Source: an optimization exercise on an open RTL-to-GDS flow (aim: small area and a short achievable clock period). Production flows keep margins and buffers that such runs may drop. No functional check of the RTL was part of any run shown here. Power figures rest on the tool's default switching activity, not on a simulated workload.

==> config.mk <==
export PLATFORM = sky130hd
export DESIGN_NAME = Dividor_Segmentado
export DESIGN_NICKNAME = Dividor_Segmentado
export VERILOG_FILES = /design/flow/design.v
export SDC_FILE = /design/flow/constraint.sdc
export NUM_CORES = 4
export LEC_CHECK = 0
export ABC_AREA = 1
export CAP_MARGIN = 30
export CORE_MARGIN = 2
export CORE_UTILIZATION = 40
export CTS_CLUSTER_DIAMETER = 100
export CTS_CLUSTER_SIZE = 30
export SETUP_SLACK_MARGIN = 3.6
export SLEW_MARGIN = 30
export TNS_END_PERCENT = 5
==> constraint.sdc <==
create_clock -name core_clock -period 6.0 [get_ports {CLK}]
set_input_delay 1.2000 -clock core_clock [delete_from_list [all_inputs] [get_ports {CLK}]]
set_output_delay 1.2000 -clock core_clock [all_outputs]
set_load 0.01 [all_outputs]
==> design.v <==
module Aux_Segmentado #(
    parameter integer W = 1
) (
    input  logic [W:0]    Pn,
    input  logic [W:0]    Dn,
    input  logic          ci,
    input  logic          hz,
    input  logic          bn,
    input  logic [W+1:0]  Dnn,
    output logic [W:0]    R_out,
    output logic [W+1:0]  Pn_out,
    output logic          qbit
);
    localparam integer N = W + 1;
    localparam integer LV = (N > 16) ? 5 : (N > 8) ? 4 : (N > 4) ? 3 : (N > 2) ? 2 : 1;
    logic [W:0] P, T, g, sum;
    logic [N:0] c;
    assign P = ~Pn;
    assign T = P ^ Dn;
    assign g = Dn & ~P;
    logic [N-1:0] G [0:LV];
    logic [N-1:0] Q [0:LV];
    assign G[0] = {g[N-1:1], g[0] | (P[0] & ci)};
    assign Q[0] = {P[N-1:1], 1'b0};
    genvar l, i;
    generate
        for (l = 0; l < LV; l = l + 1) begin : g_l
            for (i = 0; i < N; i = i + 1) begin : g_i
                if (((i >> l) & 1) == 1) begin : g_c
                    assign G[l+1][i] = G[l][i] | (Q[l][i] & G[l][((i >> l) << l) - 1]);
                    assign Q[l+1][i] = Q[l][i] & Q[l][((i >> l) << l) - 1];
                end else begin : g_p
                    assign G[l+1][i] = G[l][i];
                    assign Q[l+1][i] = Q[l][i];
                end
            end
        end
    endgenerate
    assign c[0] = ci;
    assign c[N:1] = G[LV];
    assign sum = P ^ c[W:0];
    assign qbit = c[N] & hz;
    assign R_out = qbit ? sum : T;
    assign Pn_out = ~({R_out, bn} ^ Dnn);
endmodule
module Dividor_Segmentado #(
    parameter integer tamanyo = 32
) (
    input CLK, RSTa, Start,
    input logic [tamanyo-1:0] Num, Den,
    output logic Done,
    output logic [tamanyo-1:0] Coc, Res
);
    logic s0_v, s0_sn, s0_ci;
    logic [31:0] s0_dn, s0_qr;    
    logic [4:0] s0_p;    
    logic [0:0] s0_hz;    
    logic s1_v, s1_sn, s1_ci;
    logic [31:0] s1_dn, s1_qr;    
    logic [5:0] s1_p;    
    logic s2_v, s2_sn, s2_ci;
    logic [31:0] s2_dn, s2_qr;    
    logic [6:0] s2_p;    
    logic s3_v, s3_sn, s3_ci;
    logic [31:0] s3_dn, s3_qr;    
    logic [7:0] s3_p;    
    logic s4_v, s4_sn, s4_ci;
    logic [31:0] s4_dn, s4_qr;    
    logic [8:0] s4_p;    
    logic s5_v, s5_sn, s5_ci;
    logic [31:0] s5_dn, s5_qr;    
    logic [9:0] s5_p;    
    logic s6_v, s6_sn, s6_ci;
    logic [31:0] s6_dn, s6_qr;    
    logic [10:0] s6_p;    
    logic s7_v, s7_sn, s7_ci;
    logic [31:0] s7_dn, s7_qr;    
    logic [11:0] s7_p;    
    logic s8_v, s8_sn, s8_ci;
    logic [31:0] s8_dn, s8_qr;    
    logic [12:0] s8_p;    
    logic s9_v, s9_sn, s9_ci;
    logic [31:0] s9_dn, s9_qr;    
    logic [13:0] s9_p;    
    logic s10_v, s10_sn, s10_ci;
    logic [31:0] s10_dn, s10_qr;    
    logic [14:0] s10_p;    
    logic s11_v, s11_sn, s11_ci;
    logic [31:0] s11_dn, s11_qr;    
    logic [15:0] s11_p;    
    logic s12_v, s12_sn, s12_ci;
    logic [31:0] s12_dn, s12_qr;    
    logic [16:0] s12_p;    
    logic s13_v, s13_sn, s13_ci;
    logic [31:0] s13_dn, s13_qr;    
    logic [17:0] s13_p;    
    logic s14_v, s14_sn, s14_ci;
    logic [31:0] s14_dn, s14_qr;    
    logic [18:0] s14_p;    
    logic s15_v, s15_sn, s15_ci;
    logic [31:0] s15_dn, s15_qr;    
    logic [19:0] s15_p;    
    logic s16_v, s16_sn, s16_ci;
    logic [31:0] s16_dn, s16_qr;    
    logic [20:0] s16_p;    
    logic s17_v, s17_sn, s17_ci;
    logic [31:0] s17_dn, s17_qr;    
    logic [21:0] s17_p;    
    logic s18_v, s18_sn, s18_ci;
    logic [31:0] s18_dn, s18_qr;    
    logic [22:0] s18_p;    
    logic s19_v, s19_sn, s19_ci;
    logic [31:0] s19_dn, s19_qr;    
    logic [23:0] s19_p;    
    logic s20_v, s20_sn, s20_ci;
    logic [31:0] s20_dn, s20_qr;    
    logic [24:0] s20_p;    
    logic s21_v, s21_sn, s21_ci;
    logic [31:0] s21_dn, s21_qr;    
    logic [25:0] s21_p;    
    logic s22_v, s22_sn, s22_ci;
    logic [31:0] s22_dn, s22_qr;    
    logic [26:0] s22_p;    
    logic s23_v, s23_sn, s23_ci;
    logic [31:0] s23_dn, s23_qr;    
    logic [27:0] s23_p;    
    logic s24_v, s24_sn, s24_ci;
    logic [31:0] s24_dn, s24_qr;    
    logic [28:0] s24_p;    
    logic s25_v, s25_sn, s25_ci;
    logic [31:0] s25_dn, s25_qr;    
    logic [29:0] s25_p;    
    logic s26_v, s26_sn, s26_ci;
    logic [31:0] s26_dn, s26_qr;    
    logic [30:0] s26_p;    
    logic s27_v, s27_sn, s27_ci;
    logic [31:0] s27_dn, s27_qr;    
    logic [31:0] s27_p;    
    logic s28_v, s28_sn, s28_ci;
    logic [31:0] s28_dn, s28_qr;    
    logic [31:0] s28_r;
    logic [31:0] xin, dnin;
    assign xin = Num ^ {32{Num[31]}};
    assign dnin = ~(Den ^ {32{Den[31]}});
    logic [4:0] mlow;
    logic big;
    logic [3:0] x0;
    assign mlow = {1'b0, ~dnin[3:0]} + {4'd0, ~~Den[31]};
    assign big = (~&dnin[31:4]) | mlow[4];
    assign x0 = xin[31:28];
    logic [7:0] tk;
    logic [3:0] tq, tr;
    assign tk = {x0, mlow[3:0]};
    assign tq[0] = (tk == 8'd0) | (tk == 8'd16) | (tk == 8'd17) | (tk == 8'd32) | (tk == 8'd34) | (tk == 8'd48) | (tk == 8'd49) | (tk == 8'd50) | (tk == 8'd51) | (tk == 8'd64) | (tk == 8'd67) | (tk == 8'd68) | (tk == 8'd80) | (tk == 8'd81) | (tk == 8'd83) | (tk == 8'd84) | (tk == 8'd85) | (tk == 8'd96) | (tk == 8'd98) | (tk == 8'd100) | (tk == 8'd101) | (tk == 8'd102) | (tk == 8'd112) | (tk == 8'd113) | (tk == 8'd114) | (tk == 8'd116) | (tk == 8'd117) | (tk == 8'd118) | (tk == 8'd119) | (tk == 8'd128) | (tk == 8'd133) | (tk == 8'd134) | (tk == 8'd135) | (tk == 8'd136) | (tk == 8'd144) | (tk == 8'd145) | (tk == 8'd147) | (tk == 8'd149) | (tk == 8'd150) | (tk == 8'd151) | (tk == 8'd152) | (tk == 8'd153) | (tk == 8'd160) | (tk == 8'd162) | (tk == 8'd163) | (tk == 8'd166) | (tk == 8'd167) | (tk == 8'd168) | (tk == 8'd169) | (tk == 8'd170) | (tk == 8'd176) | (tk == 8'd177) | (tk == 8'd178) | (tk == 8'd179) | (tk == 8'd182) | (tk == 8'd183) | (tk == 8'd184) | (tk == 8'd185) | (tk == 8'd186) | (tk == 8'd187) | (tk == 8'd192) | (tk == 8'd196) | (tk == 8'd199) | (tk == 8'd200) | (tk == 8'd201) | (tk == 8'd202) | (tk == 8'd203) | (tk == 8'd204) | (tk == 8'd208) | (tk == 8'd209) | (tk == 8'd212) | (tk == 8'd215) | (tk == 8'd216) | (tk == 8'd217) | (tk == 8'd218) | (tk == 8'd219) | (tk == 8'd220) | (tk == 8'd221) | (tk == 8'd224) | (tk == 8'd226) | (tk == 8'd228) | (tk == 8'd232) | (tk == 8'd233) | (tk == 8'd234) | (tk == 8'd235) | (tk == 8'd236) | (tk == 8'd237) | (tk == 8'd238) | (tk == 8'd240) | (tk == 8'd241) | (tk == 8'd242) | (tk == 8'd243) | (tk == 8'd244) | (tk == 8'd245) | (tk == 8'd248) | (tk == 8'd249) | (tk == 8'd250) | (tk == 8'd251) | (tk == 8'd252) | (tk == 8'd253) | (tk == 8'd254) | (tk == 8'd255);
    assign tr[0] = (tk == 8'd16) | (tk == 8'd18) | (tk == 8'd19) | (tk == 8'd20) | (tk == 8'd21) | (tk == 8'd22) | (tk == 8'd23) | (tk == 8'd24) | (tk == 8'd25) | (tk == 8'd26) | (tk == 8'd27) | (tk == 8'd28) | (tk == 8'd29) | (tk == 8'd30) | (tk == 8'd31) | (tk == 8'd48) | (tk == 8'd50) | (tk == 8'd52) | (tk == 8'd53) | (tk == 8'd54) | (tk == 8'd55) | (tk == 8'd56) | (tk == 8'd57) | (tk == 8'd58) | (tk == 8'd59) | (tk == 8'd60) | (tk == 8'd61) | (tk == 8'd62) | (tk == 8'd63) | (tk == 8'd67) | (tk == 8'd80) | (tk == 8'd82) | (tk == 8'd84) | (tk == 8'd86) | (tk == 8'd87) | (tk == 8'd88) | (tk == 8'd89) | (tk == 8'd90) | (tk == 8'd91) | (tk == 8'd92) | (tk == 8'd93) | (tk == 8'd94) | (tk == 8'd95) | (tk == 8'd101) | (tk == 8'd112) | (tk == 8'd114) | (tk == 8'd115) | (tk == 8'd116) | (tk == 8'd118) | (tk == 8'd120) | (tk == 8'd121) | (tk == 8'd122) | (tk == 8'd123) | (tk == 8'd124) | (tk == 8'd125) | (tk == 8'd126) | (tk == 8'd127) | (tk == 8'd133) | (tk == 8'd135) | (tk == 8'd144) | (tk == 8'd146) | (tk == 8'd148) | (tk == 8'd150) | (tk == 8'd152) | (tk == 8'd154) | (tk == 8'd155) | (tk == 8'd156) | (tk == 8'd157) | (tk == 8'd158) | (tk == 8'd159) | (tk == 8'd163) | (tk == 8'd167) | (tk == 8'd169) | (tk == 8'd176) | (tk == 8'd178) | (tk == 8'd180) | (tk == 8'd181) | (tk == 8'd182) | (tk == 8'd184) | (tk == 8'd186) | (tk == 8'd188) | (tk == 8'd189) | (tk == 8'd190) | (tk == 8'd191) | (tk == 8'd199) | (tk == 8'd201) | (tk == 8'd203) | (tk == 8'd208) | (tk == 8'd210) | (tk == 8'd211) | (tk == 8'd212) | (tk == 8'd213) | (tk == 8'd214) | (tk == 8'd216) | (tk == 8'd218) | (tk == 8'd220) | (tk == 8'd222) | (tk == 8'd223) | (tk == 8'd233) | (tk == 8'd235) | (tk == 8'd237) | (tk == 8'd240) | (tk == 8'd242) | (tk == 8'd244) | (tk == 8'd246) | (tk == 8'd247) | (tk == 8'd248) | (tk == 8'd250) | (tk == 8'd252) | (tk == 8'd254);
    assign tq[1] = (tk == 8'd0) | (tk == 8'd16) | (tk == 8'd32) | (tk == 8'd33) | (tk == 8'd48) | (tk == 8'd49) | (tk == 8'd64) | (tk == 8'd66) | (tk == 8'd80) | (tk == 8'd82) | (tk == 8'd96) | (tk == 8'd97) | (tk == 8'd98) | (tk == 8'd99) | (tk == 8'd112) | (tk == 8'd113) | (tk == 8'd114) | (tk == 8'd115) | (tk == 8'd128) | (tk == 8'd131) | (tk == 8'd132) | (tk == 8'd144) | (tk == 8'd147) | (tk == 8'd148) | (tk == 8'd160) | (tk == 8'd161) | (tk == 8'd163) | (tk == 8'd164) | (tk == 8'd165) | (tk == 8'd176) | (tk == 8'd177) | (tk == 8'd179) | (tk == 8'd180) | (tk == 8'd181) | (tk == 8'd192) | (tk == 8'd194) | (tk == 8'd196) | (tk == 8'd197) | (tk == 8'd198) | (tk == 8'd208) | (tk == 8'd210) | (tk == 8'd212) | (tk == 8'd213) | (tk == 8'd214) | (tk == 8'd224) | (tk == 8'd225) | (tk == 8'd226) | (tk == 8'd228) | (tk == 8'd229) | (tk == 8'd230) | (tk == 8'd231) | (tk == 8'd240) | (tk == 8'd241) | (tk == 8'd242) | (tk == 8'd244) | (tk == 8'd245) | (tk == 8'd246) | (tk == 8'd247);
    assign tr[1] = (tk == 8'd32) | (tk == 8'd35) | (tk == 8'd36) | (tk == 8'd37) | (tk == 8'd38) | (tk == 8'd39) | (tk == 8'd40) | (tk == 8'd41) | (tk == 8'd42) | (tk == 8'd43) | (tk == 8'd44) | (tk == 8'd45) | (tk == 8'd46) | (tk == 8'd47) | (tk == 8'd48) | (tk == 8'd52) | (tk == 8'd53) | (tk == 8'd54) | (tk == 8'd55) | (tk == 8'd56) | (tk == 8'd57) | (tk == 8'd58) | (tk == 8'd59) | (tk == 8'd60) | (tk == 8'd61) | (tk == 8'd62) | (tk == 8'd63) | (tk == 8'd83) | (tk == 8'd96) | (tk == 8'd100) | (tk == 8'd103) | (tk == 8'd104) | (tk == 8'd105) | (tk == 8'd106) | (tk == 8'd107) | (tk == 8'd108) | (tk == 8'd109) | (tk == 8'd110) | (tk == 8'd111) | (tk == 8'd112) | (tk == 8'd116) | (tk == 8'd117) | (tk == 8'd120) | (tk == 8'd121) | (tk == 8'd122) | (tk == 8'd123) | (tk == 8'd124) | (tk == 8'd125) | (tk == 8'd126) | (tk == 8'd127) | (tk == 8'd131) | (tk == 8'd133) | (tk == 8'd134) | (tk == 8'd150) | (tk == 8'd151) | (tk == 8'd160) | (tk == 8'd164) | (tk == 8'd167) | (tk == 8'd168) | (tk == 8'd171) | (tk == 8'd172) | (tk == 8'd173) | (tk == 8'd174) | (tk == 8'd175) | (tk == 8'd176) | (tk == 8'd179) | (tk == 8'd180) | (tk == 8'd184) | (tk == 8'd185) | (tk == 8'd188) | (tk == 8'd189) | (tk == 8'd190) | (tk == 8'd191) | (tk == 8'd197) | (tk == 8'd201) | (tk == 8'd202) | (tk == 8'd213) | (tk == 8'd215) | (tk == 8'd218) | (tk == 8'd219) | (tk == 8'd224) | (tk == 8'd227) | (tk == 8'd228) | (tk == 8'd230) | (tk == 8'd232) | (tk == 8'd235) | (tk == 8'd236) | (tk == 8'd239) | (tk == 8'd240) | (tk == 8'd244) | (tk == 8'd246) | (tk == 8'd248) | (tk == 8'd249) | (tk == 8'd252) | (tk == 8'd253);
    assign tq[2] = (tk == 8'd0) | (tk == 8'd16) | (tk == 8'd32) | (tk == 8'd48) | (tk == 8'd64) | (tk == 8'd65) | (tk == 8'd80) | (tk == 8'd81) | (tk == 8'd96) | (tk == 8'd97) | (tk == 8'd112) | (tk == 8'd113) | (tk == 8'd128) | (tk == 8'd130) | (tk == 8'd144) | (tk == 8'd146) | (tk == 8'd160) | (tk == 8'd162) | (tk == 8'd176) | (tk == 8'd178) | (tk == 8'd192) | (tk == 8'd193) | (tk == 8'd194) | (tk == 8'd195) | (tk == 8'd208) | (tk == 8'd209) | (tk == 8'd210) | (tk == 8'd211) | (tk == 8'd224) | (tk == 8'd225) | (tk == 8'd226) | (tk == 8'd227) | (tk == 8'd240) | (tk == 8'd241) | (tk == 8'd242) | (tk == 8'd243);
    assign tr[2] = (tk == 8'd64) | (tk == 8'd69) | (tk == 8'd70) | (tk == 8'd71) | (tk == 8'd72) | (tk == 8'd73) | (tk == 8'd74) | (tk == 8'd75) | (tk == 8'd76) | (tk == 8'd77) | (tk == 8'd78) | (tk == 8'd79) | (tk == 8'd80) | (tk == 8'd86) | (tk == 8'd87) | (tk == 8'd88) | (tk == 8'd89) | (tk == 8'd90) | (tk == 8'd91) | (tk == 8'd92) | (tk == 8'd93) | (tk == 8'd94) | (tk == 8'd95) | (tk == 8'd96) | (tk == 8'd103) | (tk == 8'd104) | (tk == 8'd105) | (tk == 8'd106) | (tk == 8'd107) | (tk == 8'd108) | (tk == 8'd109) | (tk == 8'd110) | (tk == 8'd111) | (tk == 8'd112) | (tk == 8'd120) | (tk == 8'd121) | (tk == 8'd122) | (tk == 8'd123) | (tk == 8'd124) | (tk == 8'd125) | (tk == 8'd126) | (tk == 8'd127) | (tk == 8'd149) | (tk == 8'd166) | (tk == 8'd182) | (tk == 8'd183) | (tk == 8'd192) | (tk == 8'd199) | (tk == 8'd200) | (tk == 8'd205) | (tk == 8'd206) | (tk == 8'd207) | (tk == 8'd208) | (tk == 8'd215) | (tk == 8'd216) | (tk == 8'd217) | (tk == 8'd222) | (tk == 8'd223) | (tk == 8'd224) | (tk == 8'd229) | (tk == 8'd232) | (tk == 8'd233) | (tk == 8'd234) | (tk == 8'd239) | (tk == 8'd240) | (tk == 8'd248) | (tk == 8'd249) | (tk == 8'd250) | (tk == 8'd251);
    assign tq[3] = (tk == 8'd0) | (tk == 8'd16) | (tk == 8'd32) | (tk == 8'd48) | (tk == 8'd64) | (tk == 8'd80) | (tk == 8'd96) | (tk == 8'd112) | (tk == 8'd128) | (tk == 8'd129) | (tk == 8'd144) | (tk == 8'd145) | (tk == 8'd160) | (tk == 8'd161) | (tk == 8'd176) | (tk == 8'd177) | (tk == 8'd192) | (tk == 8'd193) | (tk == 8'd208) | (tk == 8'd209) | (tk == 8'd224) | (tk == 8'd225) | (tk == 8'd240) | (tk == 8'd241);
    assign tr[3] = (tk == 8'd128) | (tk == 8'd137) | (tk == 8'd138) | (tk == 8'd139) | (tk == 8'd140) | (tk == 8'd141) | (tk == 8'd142) | (tk == 8'd143) | (tk == 8'd144) | (tk == 8'd154) | (tk == 8'd155) | (tk == 8'd156) | (tk == 8'd157) | (tk == 8'd158) | (tk == 8'd159) | (tk == 8'd160) | (tk == 8'd171) | (tk == 8'd172) | (tk == 8'd173) | (tk == 8'd174) | (tk == 8'd175) | (tk == 8'd176) | (tk == 8'd188) | (tk == 8'd189) | (tk == 8'd190) | (tk == 8'd191) | (tk == 8'd192) | (tk == 8'd205) | (tk == 8'd206) | (tk == 8'd207) | (tk == 8'd208) | (tk == 8'd222) | (tk == 8'd223) | (tk == 8'd224) | (tk == 8'd239) | (tk == 8'd240);
    logic qb0_0;
    assign qb0_0 = ~big & tq[3];
    logic qb0_1;
    assign qb0_1 = ~big & tq[2];
    logic qb0_2;
    assign qb0_2 = ~big & tq[1];
    logic qb0_3;
    assign qb0_3 = ~big & tq[0];
    logic [3:0] r0_t;
    assign r0_t = big ? x0 : tr;
    logic [31:0] qq0; logic [4:0] pp0;
    assign qq0 = {xin[27:0], qb0_0, qb0_1, qb0_2, qb0_3};
    assign pp0 = ~({r0_t, qq0[31]} ^ dnin[4:0]);
    always_ff @(posedge CLK, negedge RSTa)
        if (!RSTa) s0_v <= 1'b0;
        else s0_v <= Start;
    always_ff @(posedge CLK) begin
        s0_sn <= Num[31];
        s0_ci <= ~Den[31];
        s0_dn <= dnin;
        s0_qr <= qq0;
        s0_p <= pp0;
        s0_hz[0] <= &dnin[31:5];
    end
    logic [4:0] rr1_0; logic [5:0] pp1_0; logic qb1_0;
    Aux_Segmentado #(.W(4)) u_step1_0 (.Pn(s0_p), .Dn(s0_dn[4:0]), .ci(s0_ci), .hz(s0_hz[0]), .bn(s0_qr[30]), .Dnn(s0_dn[5:0]), .R_out(rr1_0), .Pn_out(pp1_0), .qbit(qb1_0));
    logic [31:0] qq1_0;
    assign qq1_0 = {s0_qr[30:0], qb1_0};
    always_ff @(posedge CLK, negedge RSTa)
        if (!RSTa) s1_v <= 1'b0;
        else s1_v <= s0_v;
    always_ff @(posedge CLK) begin
        s1_sn <= s0_sn;
        s1_ci <= s0_ci;
        s1_dn <= s0_dn;
        s1_qr <= qq1_0;
        s1_p <= pp1_0;
    end
    logic [5:0] rr2_0; logic [6:0] pp2_0; logic qb2_0;
    Aux_Segmentado #(.W(5)) u_step2_0 (.Pn(s1_p), .Dn(s1_dn[5:0]), .ci(s1_ci), .hz(&s1_dn[31:6]), .bn(s1_qr[30]), .Dnn(s1_dn[6:0]), .R_out(rr2_0), .Pn_out(pp2_0), .qbit(qb2_0));
    logic [31:0] qq2_0;
    assign qq2_0 = {s1_qr[30:0], qb2_0};
    always_ff @(posedge CLK, negedge RSTa)
        if (!RSTa) s2_v <= 1'b0;
        else s2_v <= s1_v;
    always_ff @(posedge CLK) begin
        s2_sn <= s1_sn;
        s2_ci <= s1_ci;
        s2_dn <= s1_dn;
        s2_qr <= qq2_0;
        s2_p <= pp2_0;
    end
    logic [6:0] rr3_0; logic [7:0] pp3_0; logic qb3_0;
    Aux_Segmentado #(.W(6)) u_step3_0 (.Pn(s2_p), .Dn(s2_dn[6:0]), .ci(s2_ci), .hz(&s2_dn[31:7]), .bn(s2_qr[30]), .Dnn(s2_dn[7:0]), .R_out(rr3_0), .Pn_out(pp3_0), .qbit(qb3_0));
    logic [31:0] qq3_0;
    assign qq3_0 = {s2_qr[30:0], qb3_0};
    always_ff @(posedge CLK, negedge RSTa)
        if (!RSTa) s3_v <= 1'b0;
        else s3_v <= s2_v;
    always_ff @(posedge CLK) begin
        s3_sn <= s2_sn;
        s3_ci <= s2_ci;
        s3_dn <= s2_dn;
        s3_qr <= qq3_0;
        s3_p <= pp3_0;
    end
    logic [7:0] rr4_0; logic [8:0] pp4_0; logic qb4_0;
    Aux_Segmentado #(.W(7)) u_step4_0 (.Pn(s3_p), .Dn(s3_dn[7:0]), .ci(s3_ci), .hz(&s3_dn[31:8]), .bn(s3_qr[30]), .Dnn(s3_dn[8:0]), .R_out(rr4_0), .Pn_out(pp4_0), .qbit(qb4_0));
    logic [31:0] qq4_0;
    assign qq4_0 = {s3_qr[30:0], qb4_0};
    always_ff @(posedge CLK, negedge RSTa)
        if (!RSTa) s4_v <= 1'b0;
        else s4_v <= s3_v;
    always_ff @(posedge CLK) begin
        s4_sn <= s3_sn;
        s4_ci <= s3_ci;
        s4_dn <= s3_dn;
        s4_qr <= qq4_0;
        s4_p <= pp4_0;
    end
    logic [8:0] rr5_0; logic [9:0] pp5_0; logic qb5_0;
    Aux_Segmentado #(.W(8)) u_step5_0 (.Pn(s4_p), .Dn(s4_dn[8:0]), .ci(s4_ci), .hz(&s4_dn[31:9]), .bn(s4_qr[30]), .Dnn(s4_dn[9:0]), .R_out(rr5_0), .Pn_out(pp5_0), .qbit(qb5_0));
    logic [31:0] qq5_0;
    assign qq5_0 = {s4_qr[30:0], qb5_0};
    always_ff @(posedge CLK, negedge RSTa)
        if (!RSTa) s5_v <= 1'b0;
        else s5_v <= s4_v;
    always_ff @(posedge CLK) begin
        s5_sn <= s4_sn;
        s5_ci <= s4_ci;
        s5_dn <= s4_dn;
        s5_qr <= qq5_0;
        s5_p <= pp5_0;
    end
    logic [9:0] rr6_0; logic [10:0] pp6_0; logic qb6_0;
    Aux_Segmentado #(.W(9)) u_step6_0 (.Pn(s5_p), .Dn(s5_dn[9:0]), .ci(s5_ci), .hz(&s5_dn[31:10]), .bn(s5_qr[30]), .Dnn(s5_dn[10:0]), .R_out(rr6_0), .Pn_out(pp6_0), .qbit(qb6_0));
    logic [31:0] qq6_0;
    assign qq6_0 = {s5_qr[30:0], qb6_0};
    always_ff @(posedge CLK, negedge RSTa)
        if (!RSTa) s6_v <= 1'b0;
        else s6_v <= s5_v;
    always_ff @(posedge CLK) begin
        s6_sn <= s5_sn;
        s6_ci <= s5_ci;
        s6_dn <= s5_dn;
        s6_qr <= qq6_0;
        s6_p <= pp6_0;
    end
    logic [10:0] rr7_0; logic [11:0] pp7_0; logic qb7_0;
    Aux_Segmentado #(.W(10)) u_step7_0 (.Pn(s6_p), .Dn(s6_dn[10:0]), .ci(s6_ci), .hz(&s6_dn[31:11]), .bn(s6_qr[30]), .Dnn(s6_dn[11:0]), .R_out(rr7_0), .Pn_out(pp7_0), .qbit(qb7_0));
    logic [31:0] qq7_0;
    assign qq7_0 = {s6_qr[30:0], qb7_0};
    always_ff @(posedge CLK, negedge RSTa)
        if (!RSTa) s7_v <= 1'b0;
        else s7_v <= s6_v;
    always_ff @(posedge CLK) begin
        s7_sn <= s6_sn;
        s7_ci <= s6_ci;
        s7_dn <= s6_dn;
        s7_qr <= qq7_0;
        s7_p <= pp7_0;
    end
    logic [11:0] rr8_0; logic [12:0] pp8_0; logic qb8_0;
    Aux_Segmentado #(.W(11)) u_step8_0 (.Pn(s7_p), .Dn(s7_dn[11:0]), .ci(s7_ci), .hz(&s7_dn[31:12]), .bn(s7_qr[30]), .Dnn(s7_dn[12:0]), .R_out(rr8_0), .Pn_out(pp8_0), .qbit(qb8_0));
    logic [31:0] qq8_0;
    assign qq8_0 = {s7_qr[30:0], qb8_0};
    always_ff @(posedge CLK, negedge RSTa)
        if (!RSTa) s8_v <= 1'b0;
        else s8_v <= s7_v;
    always_ff @(posedge CLK) begin
        s8_sn <= s7_sn;
        s8_ci <= s7_ci;
        s8_dn <= s7_dn;
        s8_qr <= qq8_0;
        s8_p <= pp8_0;
    end
    logic [12:0] rr9_0; logic [13:0] pp9_0; logic qb9_0;
    Aux_Segmentado #(.W(12)) u_step9_0 (.Pn(s8_p), .Dn(s8_dn[12:0]), .ci(s8_ci), .hz(&s8_dn[31:13]), .bn(s8_qr[30]), .Dnn(s8_dn[13:0]), .R_out(rr9_0), .Pn_out(pp9_0), .qbit(qb9_0));
    logic [31:0] qq9_0;
    assign qq9_0 = {s8_qr[30:0], qb9_0};
    always_ff @(posedge CLK, negedge RSTa)
        if (!RSTa) s9_v <= 1'b0;
        else s9_v <= s8_v;
    always_ff @(posedge CLK) begin
        s9_sn <= s8_sn;
        s9_ci <= s8_ci;
        s9_dn <= s8_dn;
        s9_qr <= qq9_0;
        s9_p <= pp9_0;
    end
    logic [13:0] rr10_0; logic [14:0] pp10_0; logic qb10_0;
    Aux_Segmentado #(.W(13)) u_step10_0 (.Pn(s9_p), .Dn(s9_dn[13:0]), .ci(s9_ci), .hz(&s9_dn[31:14]), .bn(s9_qr[30]), .Dnn(s9_dn[14:0]), .R_out(rr10_0), .Pn_out(pp10_0), .qbit(qb10_0));
    logic [31:0] qq10_0;
    assign qq10_0 = {s9_qr[30:0], qb10_0};
    always_ff @(posedge CLK, negedge RSTa)
        if (!RSTa) s10_v <= 1'b0;
        else s10_v <= s9_v;
    always_ff @(posedge CLK) begin
        s10_sn <= s9_sn;
        s10_ci <= s9_ci;
        s10_dn <= s9_dn;
        s10_qr <= qq10_0;
        s10_p <= pp10_0;
    end
    logic [14:0] rr11_0; logic [15:0] pp11_0; logic qb11_0;
    Aux_Segmentado #(.W(14)) u_step11_0 (.Pn(s10_p), .Dn(s10_dn[14:0]), .ci(s10_ci), .hz(&s10_dn[31:15]), .bn(s10_qr[30]), .Dnn(s10_dn[15:0]), .R_out(rr11_0), .Pn_out(pp11_0), .qbit(qb11_0));
    logic [31:0] qq11_0;
    assign qq11_0 = {s10_qr[30:0], qb11_0};
    always_ff @(posedge CLK, negedge RSTa)
        if (!RSTa) s11_v <= 1'b0;
        else s11_v <= s10_v;
    always_ff @(posedge CLK) begin
        s11_sn <= s10_sn;
        s11_ci <= s10_ci;
        s11_dn <= s10_dn;
        s11_qr <= qq11_0;
        s11_p <= pp11_0;
    end
    logic [15:0] rr12_0; logic [16:0] pp12_0; logic qb12_0;
    Aux_Segmentado #(.W(15)) u_step12_0 (.Pn(s11_p), .Dn(s11_dn[15:0]), .ci(s11_ci), .hz(&s11_dn[31:16]), .bn(s11_qr[30]), .Dnn(s11_dn[16:0]), .R_out(rr12_0), .Pn_out(pp12_0), .qbit(qb12_0));
    logic [31:0] qq12_0;
    assign qq12_0 = {s11_qr[30:0], qb12_0};
    always_ff @(posedge CLK, negedge RSTa)
        if (!RSTa) s12_v <= 1'b0;
        else s12_v <= s11_v;
    always_ff @(posedge CLK) begin
        s12_sn <= s11_sn;
        s12_ci <= s11_ci;
        s12_dn <= s11_dn;
        s12_qr <= qq12_0;
        s12_p <= pp12_0;
    end
    logic [16:0] rr13_0; logic [17:0] pp13_0; logic qb13_0;
    Aux_Segmentado #(.W(16)) u_step13_0 (.Pn(s12_p), .Dn(s12_dn[16:0]), .ci(s12_ci), .hz(&s12_dn[31:17]), .bn(s12_qr[30]), .Dnn(s12_dn[17:0]), .R_out(rr13_0), .Pn_out(pp13_0), .qbit(qb13_0));
    logic [31:0] qq13_0;
    assign qq13_0 = {s12_qr[30:0], qb13_0};
    always_ff @(posedge CLK, negedge RSTa)
        if (!RSTa) s13_v <= 1'b0;
        else s13_v <= s12_v;
    always_ff @(posedge CLK) begin
        s13_sn <= s12_sn;
        s13_ci <= s12_ci;
        s13_dn <= s12_dn;
        s13_qr <= qq13_0;
        s13_p <= pp13_0;
    end
    logic [17:0] rr14_0; logic [18:0] pp14_0; logic qb14_0;
    Aux_Segmentado #(.W(17)) u_step14_0 (.Pn(s13_p), .Dn(s13_dn[17:0]), .ci(s13_ci), .hz(&s13_dn[31:18]), .bn(s13_qr[30]), .Dnn(s13_dn[18:0]), .R_out(rr14_0), .Pn_out(pp14_0), .qbit(qb14_0));
    logic [31:0] qq14_0;
    assign qq14_0 = {s13_qr[30:0], qb14_0};
    always_ff @(posedge CLK, negedge RSTa)
        if (!RSTa) s14_v <= 1'b0;
        else s14_v <= s13_v;
    always_ff @(posedge CLK) begin
        s14_sn <= s13_sn;
        s14_ci <= s13_ci;
        s14_dn <= s13_dn;
        s14_qr <= qq14_0;
        s14_p <= pp14_0;
    end
    logic [18:0] rr15_0; logic [19:0] pp15_0; logic qb15_0;
    Aux_Segmentado #(.W(18)) u_step15_0 (.Pn(s14_p), .Dn(s14_dn[18:0]), .ci(s14_ci), .hz(&s14_dn[31:19]), .bn(s14_qr[30]), .Dnn(s14_dn[19:0]), .R_out(rr15_0), .Pn_out(pp15_0), .qbit(qb15_0));
    logic [31:0] qq15_0;
    assign qq15_0 = {s14_qr[30:0], qb15_0};
    always_ff @(posedge CLK, negedge RSTa)
        if (!RSTa) s15_v <= 1'b0;
        else s15_v <= s14_v;
    always_ff @(posedge CLK) begin
        s15_sn <= s14_sn;
        s15_ci <= s14_ci;
        s15_dn <= s14_dn;
        s15_qr <= qq15_0;
        s15_p <= pp15_0;
    end
    logic [19:0] rr16_0; logic [20:0] pp16_0; logic qb16_0;
    Aux_Segmentado #(.W(19)) u_step16_0 (.Pn(s15_p), .Dn(s15_dn[19:0]), .ci(s15_ci), .hz(&s15_dn[31:20]), .bn(s15_qr[30]), .Dnn(s15_dn[20:0]), .R_out(rr16_0), .Pn_out(pp16_0), .qbit(qb16_0));
    logic [31:0] qq16_0;
    assign qq16_0 = {s15_qr[30:0], qb16_0};
    always_ff @(posedge CLK, negedge RSTa)
        if (!RSTa) s16_v <= 1'b0;
        else s16_v <= s15_v;
    always_ff @(posedge CLK) begin
        s16_sn <= s15_sn;
        s16_ci <= s15_ci;
        s16_dn <= s15_dn;
        s16_qr <= qq16_0;
        s16_p <= pp16_0;
    end
    logic [20:0] rr17_0; logic [21:0] pp17_0; logic qb17_0;
    Aux_Segmentado #(.W(20)) u_step17_0 (.Pn(s16_p), .Dn(s16_dn[20:0]), .ci(s16_ci), .hz(&s16_dn[31:21]), .bn(s16_qr[30]), .Dnn(s16_dn[21:0]), .R_out(rr17_0), .Pn_out(pp17_0), .qbit(qb17_0));
    logic [31:0] qq17_0;
    assign qq17_0 = {s16_qr[30:0], qb17_0};
    always_ff @(posedge CLK, negedge RSTa)
        if (!RSTa) s17_v <= 1'b0;
        else s17_v <= s16_v;
    always_ff @(posedge CLK) begin
        s17_sn <= s16_sn;
        s17_ci <= s16_ci;
        s17_dn <= s16_dn;
        s17_qr <= qq17_0;
        s17_p <= pp17_0;
    end
    logic [21:0] rr18_0; logic [22:0] pp18_0; logic qb18_0;
    Aux_Segmentado #(.W(21)) u_step18_0 (.Pn(s17_p), .Dn(s17_dn[21:0]), .ci(s17_ci), .hz(&s17_dn[31:22]), .bn(s17_qr[30]), .Dnn(s17_dn[22:0]), .R_out(rr18_0), .Pn_out(pp18_0), .qbit(qb18_0));
    logic [31:0] qq18_0;
    assign qq18_0 = {s17_qr[30:0], qb18_0};
    always_ff @(posedge CLK, negedge RSTa)
        if (!RSTa) s18_v <= 1'b0;
        else s18_v <= s17_v;
    always_ff @(posedge CLK) begin
        s18_sn <= s17_sn;
        s18_ci <= s17_ci;
        s18_dn <= s17_dn;
        s18_qr <= qq18_0;
        s18_p <= pp18_0;
    end
    logic [22:0] rr19_0; logic [23:0] pp19_0; logic qb19_0;
    Aux_Segmentado #(.W(22)) u_step19_0 (.Pn(s18_p), .Dn(s18_dn[22:0]), .ci(s18_ci), .hz(&s18_dn[31:23]), .bn(s18_qr[30]), .Dnn(s18_dn[23:0]), .R_out(rr19_0), .Pn_out(pp19_0), .qbit(qb19_0));
    logic [31:0] qq19_0;
    assign qq19_0 = {s18_qr[30:0], qb19_0};
    always_ff @(posedge CLK, negedge RSTa)
        if (!RSTa) s19_v <= 1'b0;
        else s19_v <= s18_v;
    always_ff @(posedge CLK) begin
        s19_sn <= s18_sn;
        s19_ci <= s18_ci;
        s19_dn <= s18_dn;
        s19_qr <= qq19_0;
        s19_p <= pp19_0;
    end
    logic [23:0] rr20_0; logic [24:0] pp20_0; logic qb20_0;
    Aux_Segmentado #(.W(23)) u_step20_0 (.Pn(s19_p), .Dn(s19_dn[23:0]), .ci(s19_ci), .hz(&s19_dn[31:24]), .bn(s19_qr[30]), .Dnn(s19_dn[24:0]), .R_out(rr20_0), .Pn_out(pp20_0), .qbit(qb20_0));
    logic [31:0] qq20_0;
    assign qq20_0 = {s19_qr[30:0], qb20_0};
    always_ff @(posedge CLK, negedge RSTa)
        if (!RSTa) s20_v <= 1'b0;
        else s20_v <= s19_v;
    always_ff @(posedge CLK) begin
        s20_sn <= s19_sn;
        s20_ci <= s19_ci;
        s20_dn <= s19_dn;
        s20_qr <= qq20_0;
        s20_p <= pp20_0;
    end
    logic [24:0] rr21_0; logic [25:0] pp21_0; logic qb21_0;
    Aux_Segmentado #(.W(24)) u_step21_0 (.Pn(s20_p), .Dn(s20_dn[24:0]), .ci(s20_ci), .hz(&s20_dn[31:25]), .bn(s20_qr[30]), .Dnn(s20_dn[25:0]), .R_out(rr21_0), .Pn_out(pp21_0), .qbit(qb21_0));
    logic [31:0] qq21_0;
    assign qq21_0 = {s20_qr[30:0], qb21_0};
    always_ff @(posedge CLK, negedge RSTa)
        if (!RSTa) s21_v <= 1'b0;
        else s21_v <= s20_v;
    always_ff @(posedge CLK) begin
        s21_sn <= s20_sn;
        s21_ci <= s20_ci;
        s21_dn <= s20_dn;
        s21_qr <= qq21_0;
        s21_p <= pp21_0;
    end
    logic [25:0] rr22_0; logic [26:0] pp22_0; logic qb22_0;
    Aux_Segmentado #(.W(25)) u_step22_0 (.Pn(s21_p), .Dn(s21_dn[25:0]), .ci(s21_ci), .hz(&s21_dn[31:26]), .bn(s21_qr[30]), .Dnn(s21_dn[26:0]), .R_out(rr22_0), .Pn_out(pp22_0), .qbit(qb22_0));
    logic [31:0] qq22_0;
    assign qq22_0 = {s21_qr[30:0], qb22_0};
    always_ff @(posedge CLK, negedge RSTa)
        if (!RSTa) s22_v <= 1'b0;
        else s22_v <= s21_v;
    always_ff @(posedge CLK) begin
        s22_sn <= s21_sn;
        s22_ci <= s21_ci;
        s22_dn <= s21_dn;
        s22_qr <= qq22_0;
        s22_p <= pp22_0;
    end
    logic [26:0] rr23_0; logic [27:0] pp23_0; logic qb23_0;
    Aux_Segmentado #(.W(26)) u_step23_0 (.Pn(s22_p), .Dn(s22_dn[26:0]), .ci(s22_ci), .hz(&s22_dn[31:27]), .bn(s22_qr[30]), .Dnn(s22_dn[27:0]), .R_out(rr23_0), .Pn_out(pp23_0), .qbit(qb23_0));
    logic [31:0] qq23_0;
    assign qq23_0 = {s22_qr[30:0], qb23_0};
    always_ff @(posedge CLK, negedge RSTa)
        if (!RSTa) s23_v <= 1'b0;
        else s23_v <= s22_v;
    always_ff @(posedge CLK) begin
        s23_sn <= s22_sn;
        s23_ci <= s22_ci;
        s23_dn <= s22_dn;
        s23_qr <= qq23_0;
        s23_p <= pp23_0;
    end
    logic [27:0] rr24_0; logic [28:0] pp24_0; logic qb24_0;
    Aux_Segmentado #(.W(27)) u_step24_0 (.Pn(s23_p), .Dn(s23_dn[27:0]), .ci(s23_ci), .hz(&s23_dn[31:28]), .bn(s23_qr[30]), .Dnn(s23_dn[28:0]), .R_out(rr24_0), .Pn_out(pp24_0), .qbit(qb24_0));
    logic [31:0] qq24_0;
    assign qq24_0 = {s23_qr[30:0], qb24_0};
    always_ff @(posedge CLK, negedge RSTa)
        if (!RSTa) s24_v <= 1'b0;
        else s24_v <= s23_v;
    always_ff @(posedge CLK) begin
        s24_sn <= s23_sn;
        s24_ci <= s23_ci;
        s24_dn <= s23_dn;
        s24_qr <= qq24_0;
        s24_p <= pp24_0;
    end
    logic [28:0] rr25_0; logic [29:0] pp25_0; logic qb25_0;
    Aux_Segmentado #(.W(28)) u_step25_0 (.Pn(s24_p), .Dn(s24_dn[28:0]), .ci(s24_ci), .hz(&s24_dn[31:29]), .bn(s24_qr[30]), .Dnn(s24_dn[29:0]), .R_out(rr25_0), .Pn_out(pp25_0), .qbit(qb25_0));
    logic [31:0] qq25_0;
    assign qq25_0 = {s24_qr[30:0], qb25_0};
    always_ff @(posedge CLK, negedge RSTa)
        if (!RSTa) s25_v <= 1'b0;
        else s25_v <= s24_v;
    always_ff @(posedge CLK) begin
        s25_sn <= s24_sn;
        s25_ci <= s24_ci;
        s25_dn <= s24_dn;
        s25_qr <= qq25_0;
        s25_p <= pp25_0;
    end
    logic [29:0] rr26_0; logic [30:0] pp26_0; logic qb26_0;
    Aux_Segmentado #(.W(29)) u_step26_0 (.Pn(s25_p), .Dn(s25_dn[29:0]), .ci(s25_ci), .hz(&s25_dn[31:30]), .bn(s25_qr[30]), .Dnn(s25_dn[30:0]), .R_out(rr26_0), .Pn_out(pp26_0), .qbit(qb26_0));
    logic [31:0] qq26_0;
    assign qq26_0 = {s25_qr[30:0], qb26_0};
    always_ff @(posedge CLK, negedge RSTa)
        if (!RSTa) s26_v <= 1'b0;
        else s26_v <= s25_v;
    always_ff @(posedge CLK) begin
        s26_sn <= s25_sn;
        s26_ci <= s25_ci;
        s26_dn <= s25_dn;
        s26_qr <= qq26_0;
        s26_p <= pp26_0;
    end
    logic [30:0] rr27_0; logic [31:0] pp27_0; logic qb27_0;
    Aux_Segmentado #(.W(30)) u_step27_0 (.Pn(s26_p), .Dn(s26_dn[30:0]), .ci(s26_ci), .hz(&s26_dn[31:31]), .bn(s26_qr[30]), .Dnn(s26_dn[31:0]), .R_out(rr27_0), .Pn_out(pp27_0), .qbit(qb27_0));
    logic [31:0] qq27_0;
    assign qq27_0 = {s26_qr[30:0], qb27_0};
    always_ff @(posedge CLK, negedge RSTa)
        if (!RSTa) s27_v <= 1'b0;
        else s27_v <= s26_v;
    always_ff @(posedge CLK) begin
        s27_sn <= s26_sn;
        s27_ci <= s26_ci;
        s27_dn <= s26_dn;
        s27_qr <= qq27_0;
        s27_p <= pp27_0;
    end
    logic [31:0] rr28_0; logic [32:0] pp28_0; logic qb28_0;
    Aux_Segmentado #(.W(31)) u_step28_0 (.Pn(s27_p), .Dn(s27_dn[31:0]), .ci(s27_ci), .hz(1'b1), .bn(1'b0), .Dnn({1'b0, s27_dn}), .R_out(rr28_0), .Pn_out(pp28_0), .qbit(qb28_0));
    logic [31:0] qq28_0;
    assign qq28_0 = {s27_qr[30:0], qb28_0};
    always_ff @(posedge CLK, negedge RSTa)
        if (!RSTa) s28_v <= 1'b0;
        else s28_v <= s27_v;
    always_ff @(posedge CLK) begin
        s28_sn <= s27_sn;
        s28_ci <= s27_ci;
        s28_dn <= s27_dn;
        s28_qr <= qq28_0;
        s28_r <= rr28_0;
    end
    logic [31:0] fx;
    logic eq, wrap, sq;
    assign sq = s28_sn ^ ~s28_ci;    
    assign fx = ~(s28_r ^ s28_dn);
    assign eq = (fx == {s28_r[30:0] & s28_dn[30:0], s28_ci});
    assign wrap = s28_sn & eq;
    logic [31:0] cy, cpre;
    assign cy = s28_qr ^ {32{sq}};
    assign cpre[0] = 1'b1;
    genvar gi;
    generate
        for (gi = 1; gi < 32; gi = gi + 1) begin : g_cpre
            assign cpre[gi] = &cy[gi-1:0];
        end
    endgenerate
    always_ff @(posedge CLK, negedge RSTa)
        if (!RSTa) Done <= 1'b0;
        else Done <= s28_v;
    always_ff @(posedge CLK) begin
        Coc <= cy ^ (cpre & {32{sq ^ wrap}});
        Res <= s28_sn ? (wrap ? 32'd0 : ~s28_r) : s28_r;
    end
endmodule
==> run.sh <==
#!/bin/bash
# synth_recipe.tcl (not shown) runs the flow's synth.tcl, then flattens the netlist and writes it again
# the make line also repeats each setting of config.mk as NAME=value (left out here)
make -C /OpenROAD-flow-scripts/flow DESIGN_CONFIG=/design/flow/config.mk WORK_HOME=/design/flow/orfs CLKGATE_MAP_FILE= SYNTH_SCRIPT=/design/flow/synth_recipe.tcl finish
==> results.txt, run 1 <==
Max Clk Rate - 401 MHz
Gate Count Post-Synth - 10914
Kind of critical path - reg2out
Cell area after layout - 0.100 sq mm
Sw frac - 0.368
Placed Area - 0.0947 sq mm
Reg area - 0.0503 sq mm
Worst r2r dst - Coc[22]
Avg WL per Cell - 13.4 um
Vias in the first global route - 61939
Buf/Inv on CP - 1
Die height - 478 um
Final net count - 11260
Ports - 132
GR peak layer - met2
Setup TNS - 0 ns
Hold depth - 0
Multi-input gate area - 0.0351 sq mm
Grt ovf - 0
Initial antenna violation count - 11
Reg2reg setup slack - 3.53 ns
Number of port buffers - 131
Area growth, synth to finish - 11.7%
Clock share of power - 0.192
H-tree Lvls - 3
Starting Density - 0.401
Peak supply drop - 0.266 mV
Post-DP HPWL - 140 mm
Met3 usage - 0.0176
Type of the most critical hold path - reg2reg
CTS tree - yes
Clock buffer depth - 3
Top cells by area, synth - dfxtp_1, nand2_1, inv_1
Outcome - complete, no violations
Slew @ Worst Pin - 1.17 ns
Hold path endpoint - s20_qr[24]
Drt drc - 0
Reg power frac - 0.486
Root buf cell - clkbuf_16
Cell Pwr Density - 458 mW/mm^2
Worst path required time - 4.80 ns
Lkg Pwr - 48.1 nW
FFs w/ async S/R, synth - 0.0120
R2r worst-path depth - 15
Startpoint types - flip-flop
Fillers - 21558
Clock buffer count from CTS - 105
TritonRoute pass-1 iters - 8
Grt met2 use - 0.282
Largest stage delay, worst path - 0.38 ns
Routed via count - 66126
HP Start - s19_qr[23]
Final Cycle Share - 0.416
CP endpoint kind - output pin
Largest net degree at the start of global routing - 40
Net Switching - 0.0169 W
# Max-Cap Violations - 0
Library cells used by synthesis - 67
Combinational fraction of design power - 0.322
Area leader, netlist - dfxtp_1
DRT iter0 DRCs - 3811
Final hold vios - 0
Commonest cells in the netlist - nand2_1, dfxtp_1, inv_1, nand3_1, xnor2_1
Core box area - 0.224 sq mm
Post-synth EDFFs - 0
Synth Register Bits - 2502
Cell internal pwr - 0.0291 W
CP Max Fanout - 1
Clock transition at the registers of the reported paths - 0.10 ns
Cell with the most instances after synthesis - nand2_1
Max-slew headroom - 0.218
Synthesized area - 0.0899 sq mm
Mean post-synth cell area - 8.24 sq um
# setup viols final - 0
Final wirelength - 190 mm
Fin. max-slew vios - 0
Gp weighted congestion - 0.852
Min Clock Period, post-route - 2.49 ns
Yosys top cell area share - 0.551
Via-to-Cell Ratio - 4.65
Rows - 174
Antenna violation net count after detailed routing - 0
CP cell instances - buf_2
Yosys warns - 85
Slowest CP cell - dfrtp_1
Top_reg_cell synth - dfxtp_1
DIE WIDTH - 478 um
Met1 Use GR - 0.210
Clk_skew - 0.0472 ns
Cell family with most CP delay - flip-flops
Net Count, Synth - 11014
Fraction of layout cells with a size suffix above 1 - 0.0646
Hold-fix buffers, CTS - 0
Critical Path AT - 1.29 ns
GRT Util Overall - 0.162
First-pass GRT wire length - 310 mm
Critical R2R Launch - s28_sn
RSZ-0062 raised after global routing - yes
Clock Latency Late Sink - 0.82 ns
Clk sinks - 2502
Die area - 0.229 sq mm
Sequential-to-total area share from yosys stat - 0.559
Fin util - 0.448
==> kinds of logic (layout without fill, tap and decap cells) <==
family                   Yosys count  in the layout  share of synthesized area
buffers and inverters           1538           1820                     0.0660
other                              0              6                          0
multiplexers                      26             26                    0.00291
AO/OA/AOI/OAI                    822            822                     0.0514
AND/OR/NAND/NOR                 5385           5400                      0.257
XOR/XNOR                         608            608                     0.0595
adder cells (fa/ha/maj)           33             33                    0.00459
flip-flops                      2502           2502                      0.559
==> routing by layer <==
| metal | vias to the layer above | part of all wire |
|---|---|---|
| li1 | 34564 | - |
| met1 | 30146 | 0.47 |
| met2 | 1142 | 0.47 |
| met3 | 274 | 0.038 |
| met4 | 0 | 0.024 |
| met5 | - | 0 |
==> flip-flops by register name (all words and copies together) (netlist names), 32 cells and up <==
name and flops:
Res 32, s28_qr 32, Coc 32, s28_r 32, s27_p 32
==> timing repair <==
| action | CTS | global route |
|---|---|---|
| endpoints found under the setup margin | 563 | 606 |
| resized for setup | 416 | 254 |
| gates cloned | 14 | 12 |
| pin swaps | 17 | 51 |
| buffers inserted | 31 | 65 |
==> how the worst max path moves through the flow <==
| stage | from | to | slack [ns] | cells after the start |
|---|---|---|---|---|
| final | Done | Done | 3.51 | 1 |
| after global routing | s11_dn[0] | s12_p[7] | 3.39 | 15 |
| after CTS | Done | Done | 3.41 | 1 |
| after detailed placement | Den[31] | s0_p[2] | 1.81 | 18 |
| after global placement | Den[31] | s0_p[1] | 1.74 | 16 |
| after floorplan | Den[31] | s0_p[1] | 3.36 | 18 |
==> metrics by stage <==
stage	power (W)	setup slack (ns)	cells	hold slack (ns)
2_1_floorplan	0.0328	3.36	10914	0.310
3_3_place_gp	0.0360	1.74	13922	0.310
3_5_place_dp	0.0364	1.81	13923	0.312
4_1_cts	0.0456	3.41	14126	0.306
5_1_grt	0.0496	3.39	14205	0.313
6_report	0.0460	3.51	14209	0.308
==> power by group through the flow <==
stage          Combinational (W)  Sequential [W]  Clock [W]
2_1_floorplan             0.0110          0.0218          0
3_3_place_gp              0.0133          0.0227          0
3_5_place_dp              0.0137          0.0227          0
4_1_cts                   0.0141          0.0223    0.00923
5_1_grt                   0.0170          0.0228    0.00982
6_report                  0.0148          0.0224    0.00882
==> layout by cell type, fill, tap and decap left out, types with 24 or more instances in the layout <==
| cell type | n |
|---|---|
| nand2_1 | 3356 |
| dfxtp_1 | 2406 |
| inv_1 | 1360 |
| nand3_1 | 790 |
| xnor2_1 | 522 |
| nor2_1 | 487 |
| o21ai_0 | 399 |
| nand3b_1 | 276 |
| a21oi_1 | 199 |
| clkbuf_16 | 112 |
| buf_4 | 107 |
| nand4_1 | 105 |
| nor3_1 | 89 |
| xor2_1 | 79 |
| o211ai_1 | 68 |
| buf_2 | 65 |
| dfxtp_2 | 61 |
| clkdlybuf4s50_1 | 60 |
| nand2_2 | 57 |
| nand2_4 | 57 |
| or2_2 | 39 |
| nor4_1 | 34 |
| ha_1 | 31 |
| dfrtp_1 | 30 |
| a21boi_0 | 25 |
| mux2i_1 | 25 |
| nor2_4 | 24 |
==> final cells by class <==
| type | count | area share |
|---|---|---|
| well taps | 2992 | 0.0373 |
| repair buffers | 270 | 0.0246 |
| multi-input cells | 6889 | 0.350 |
| diodes | 6 | 0.000150 |
| clock buffers | 112 | 0.0267 |
| repair inverters | 2 | 0.000150 |
| clock inverters | 46 | 0.00699 |
| inverters | 1390 | 0.0529 |
| flip-flops and latches | 2502 | 0.502 |
==> worst reg2reg max path, delay by kind of cell, from the launching register on <==
kind / cells / cell delay (ns)
xor+xnor: 1 / 0.20
buf+inv: 3 / 0.51
flops: 1 / 0.39
simple gates: 11 / 1.25
==> run 2, diff against run 1 <==
--- a/config.mk
+++ b/config.mk
@@ -11,6 +11,6 @@
 export CORE_UTILIZATION = 40
 export CTS_CLUSTER_DIAMETER = 100
 export CTS_CLUSTER_SIZE = 30
-export SETUP_SLACK_MARGIN = 3.6
+export SETUP_SLACK_MARGIN = 3.65
 export SLEW_MARGIN = 30
-export TNS_END_PERCENT = 5
+export TNS_END_PERCENT = 0
==> results.txt, run 2 <==
Outcome - complete, no violations
Placed Area - 0.0947 sq mm
Net Switching - 0.0168 W
# setup viols final - 0
Gate Count Post-Synth - 10914
Top_reg_cell synth - dfxtp_1
Cell Pwr Density - 458 mW/mm^2
RSZ-0062 raised after global routing - yes
Grt ovf - 0
Initial antenna violation count - 11
Type of the most critical hold path - reg2reg
Rows - 174
Lkg Pwr - 47.8 nW
Fillers - 21626
Max Clk Rate - 401 MHz
Power, Total - 0.0457 W
Peak supply drop - 0.267 mV
Critical Path AT - 1.29 ns
Fin. max-slew vios - 0
Top cells by area, synth - dfxtp_1, nand2_1, inv_1
Vias in the first global route - 61876
FFs w/ async S/R, synth - 0.0120
Yosys top cell area share - 0.551
Synth Register Bits - 2502
Final net count - 11223
HP Start - s19_qr[23]
Core box area - 0.224 sq mm
Post-Place Cells - 13923
Final hold vios - 0
Final Cycle Share - 0.415
Clk sinks - 2502
Slew @ Worst Pin - 1.14 ns
Yosys warns - 85
Slowest CP cell - dfrtp_1
R2r worst-path depth - 15
Hold-fix buffers, CTS - 0
First-pass GRT wire length - 309 mm
Critical R2R Launch - s21_dn[0]
# Max-Cap Violations - 0
Clock transition at the registers of the reported paths - 0.10 ns
Library cells used by synthesis - 67
Cell internal pwr - 0.0289 W
H-tree Lvls - 3
Clk_skew - 0.0456 ns
Synthesized area - 0.0899 sq mm
Clock buffer count from CTS - 105
Most frequent cells in the layout - nand2_1, dfxtp_1, inv_1
Net Count, Synth - 11014
Gp weighted congestion - 0.852
Clock Latency Late Sink - 0.81 ns
CP cell instances - buf_2
Area leader, netlist - dfxtp_1
Hold depth - 0
Largest stage delay, worst path - 0.38 ns
Filler-free cell count of the finished design - 14171
Mean post-synth cell area - 8.24 sq um
Post-synth EDFFs - 0
Sequential-to-total area share from yosys stat - 0.559
Fraction of layout cells with a size suffix above 1 - 0.0571
Die height - 478 um
Post-DP HPWL - 140 mm
CP endpoint kind - output pin
WP depth - 1
Max-slew headroom - 0.235
DRT iter0 DRCs - 3854
Clock share of power - 0.193
Cell family with most CP delay - flip-flops
Cell with the most instances after synthesis - nand2_1
Crit path from - Done
Area growth, synth to finish - 10.9%
CTS tree - yes
Combinational fraction of design power - 0.317
Drt drc - 0
GRT Util Overall - 0.161
Startpoint types - flip-flop
Worst hold margin - 0.309 ns
Worst path required time - 4.80 ns
Die area - 0.229 sq mm
Reg power frac - 0.490
Antenna violation net count after detailed routing - 0
Ports - 132
Routed via count - 65889
Number of port buffers - 131
CP Max Fanout - 1
Min Clock Period, post-route - 2.49 ns
Starting Density - 0.401
Commonest cells in the netlist - nand2_1, dfxtp_1, inv_1, nand3_1, xnor2_1
Avg WL per Cell - 13.3 um
Setup TNS - 0 ns
Cell area after layout - 0.0997 sq mm
Clock buffer depth - 3
DIE WIDTH - 478 um
Sw frac - 0.367
TritonRoute pass-1 iters - 6
Via-to-Cell Ratio - 4.65
Largest net degree at the start of global routing - 40
Root buf cell - clkbuf_16
Kind of critical path - reg2out
Buf/Inv on CP - 1
Most common cell after layout, fill and taps aside - nand2_1
Final wirelength - 189 mm
run 2: cells by family after synthesis:
group / after synthesis / synth area share
AOI/OAI and AO/OA: 822 / 0.0514
xor gates and xnor gates: 608 / 0.0595
adders and majority gates: 33 / 0.00459
buffers and inverters: 1538 / 0.0660
DFF: 2502 / 0.559
muxes: 26 / 0.00291
and+or+nand+nor: 5385 / 0.257
run 2: path summary, 6_finish.rpt:
check                             end  slack [ns]
max in group asynchronous       s11_v        4.93
min in group asynchronous        Done        0.79
min reg2reg                s20_qr[24]        0.31
max reg2reg                 s22_p[26]        3.54
max                              Done        3.51
min                        s20_qr[24]        0.31
run 2: area by class of cell:
type                    instances  area (sq um)  area share
flip-flops and latches       2502         50300       0.505
multi-input cells            6888         34900       0.350
inverters                    1390          5290      0.0531
well taps                    2992          3740      0.0376
clock buffers                 112          2680      0.0269
repair buffers                234          2050      0.0206
clock inverters                46           702     0.00704
repair inverters                2          15.0    0.000151
diodes                          5          12.5    0.000126
run 2: power groups by stage:
stage                     logic (W)  registers [W]  clock network, W
final                        0.0145         0.0223           0.00881
after global routing         0.0167         0.0228           0.00982
after CTS                    0.0140         0.0223           0.00923
after detailed placement     0.0137         0.0227                 0
after global placement       0.0133         0.0227                 0
after floorplan              0.0110         0.0218                 0
run 2: stage by stage:
stage	worst slack [ns]	util
after CTS	3.41	0.440
after detailed placement	1.81	0.423
final	3.51	0.445
after global placement	1.74	0.422
after global routing	3.39	0.445
after floorplan	3.36	-
run 2: routing by layer:
| metal | GRT usage | vias to the layer above | share of wire | routed length (um) |
|---|---|---|---|---|
| met5 | 0 | - | 0 | 0 |
| met4 | 0.0478 | 0 | 0.025 | 4700 |
| met3 | 0.0176 | 271 | 0.036 | 6890 |
| met2 | 0.281 | 1057 | 0.47 | 88700 |
| met1 | 0.209 | 30090 | 0.47 | 88500 |
| li1 | - | 34471 | - | - |
run 2: worst reg2reg max path, cell delays in order (launching register included):
cell and delay (ns):
dfxtp_2 0.40, nand2_1 0.09, nand3_1 0.10, nand3_1 0.07, nand2_1 0.14, nand2_1 0.11, nand2_4 0.13, nand2_2 0.08
nand2_4 0.14, nand2_1 0.11, nand2_4 0.15, nand2_8 0.09, bufbuf_16 0.35, or2_2 0.28, nand3_1 0.07, nand2_1 0.05
run 2: repair_timing:
item / in CTS / in global routing
gates resized for setup: 408 / 174
setup endpoints to repair: 607 / 612
gates cloned: 13 / 7
setup buffers: 22 / 43
pin swaps: 16 / 29

[static timing again, ports no longer ideal]
How much do the figures lean on ideal ports? The routed layouts below were timed once more, with nothing changed but the port constraints. Step 1 assumes that a clkbuf_16 drives the clock port and a buf_2 every other input. Step 2 also shifts input and output timing later by t, the mid clock arrival at the registers, as if the neighbouring blocks saw the same clock. Three values: ideal, step 1, step 2; two values: the first two.
run	t (ns)	setup WS [ns]	worst data-port slew with drivers (ns)	pins driven straight from the clock port
run 1	0.882	3.505 / 3.417 / 2.746	0.20	1
run 2	0.881	3.508 / 3.419 / 2.747	0.11	1
After both steps setup and hold are still met in every run listed. For run 2, which loses most, drivers alone change the setup slack by -0.089 ns; drivers and shift together by -0.761 ns.
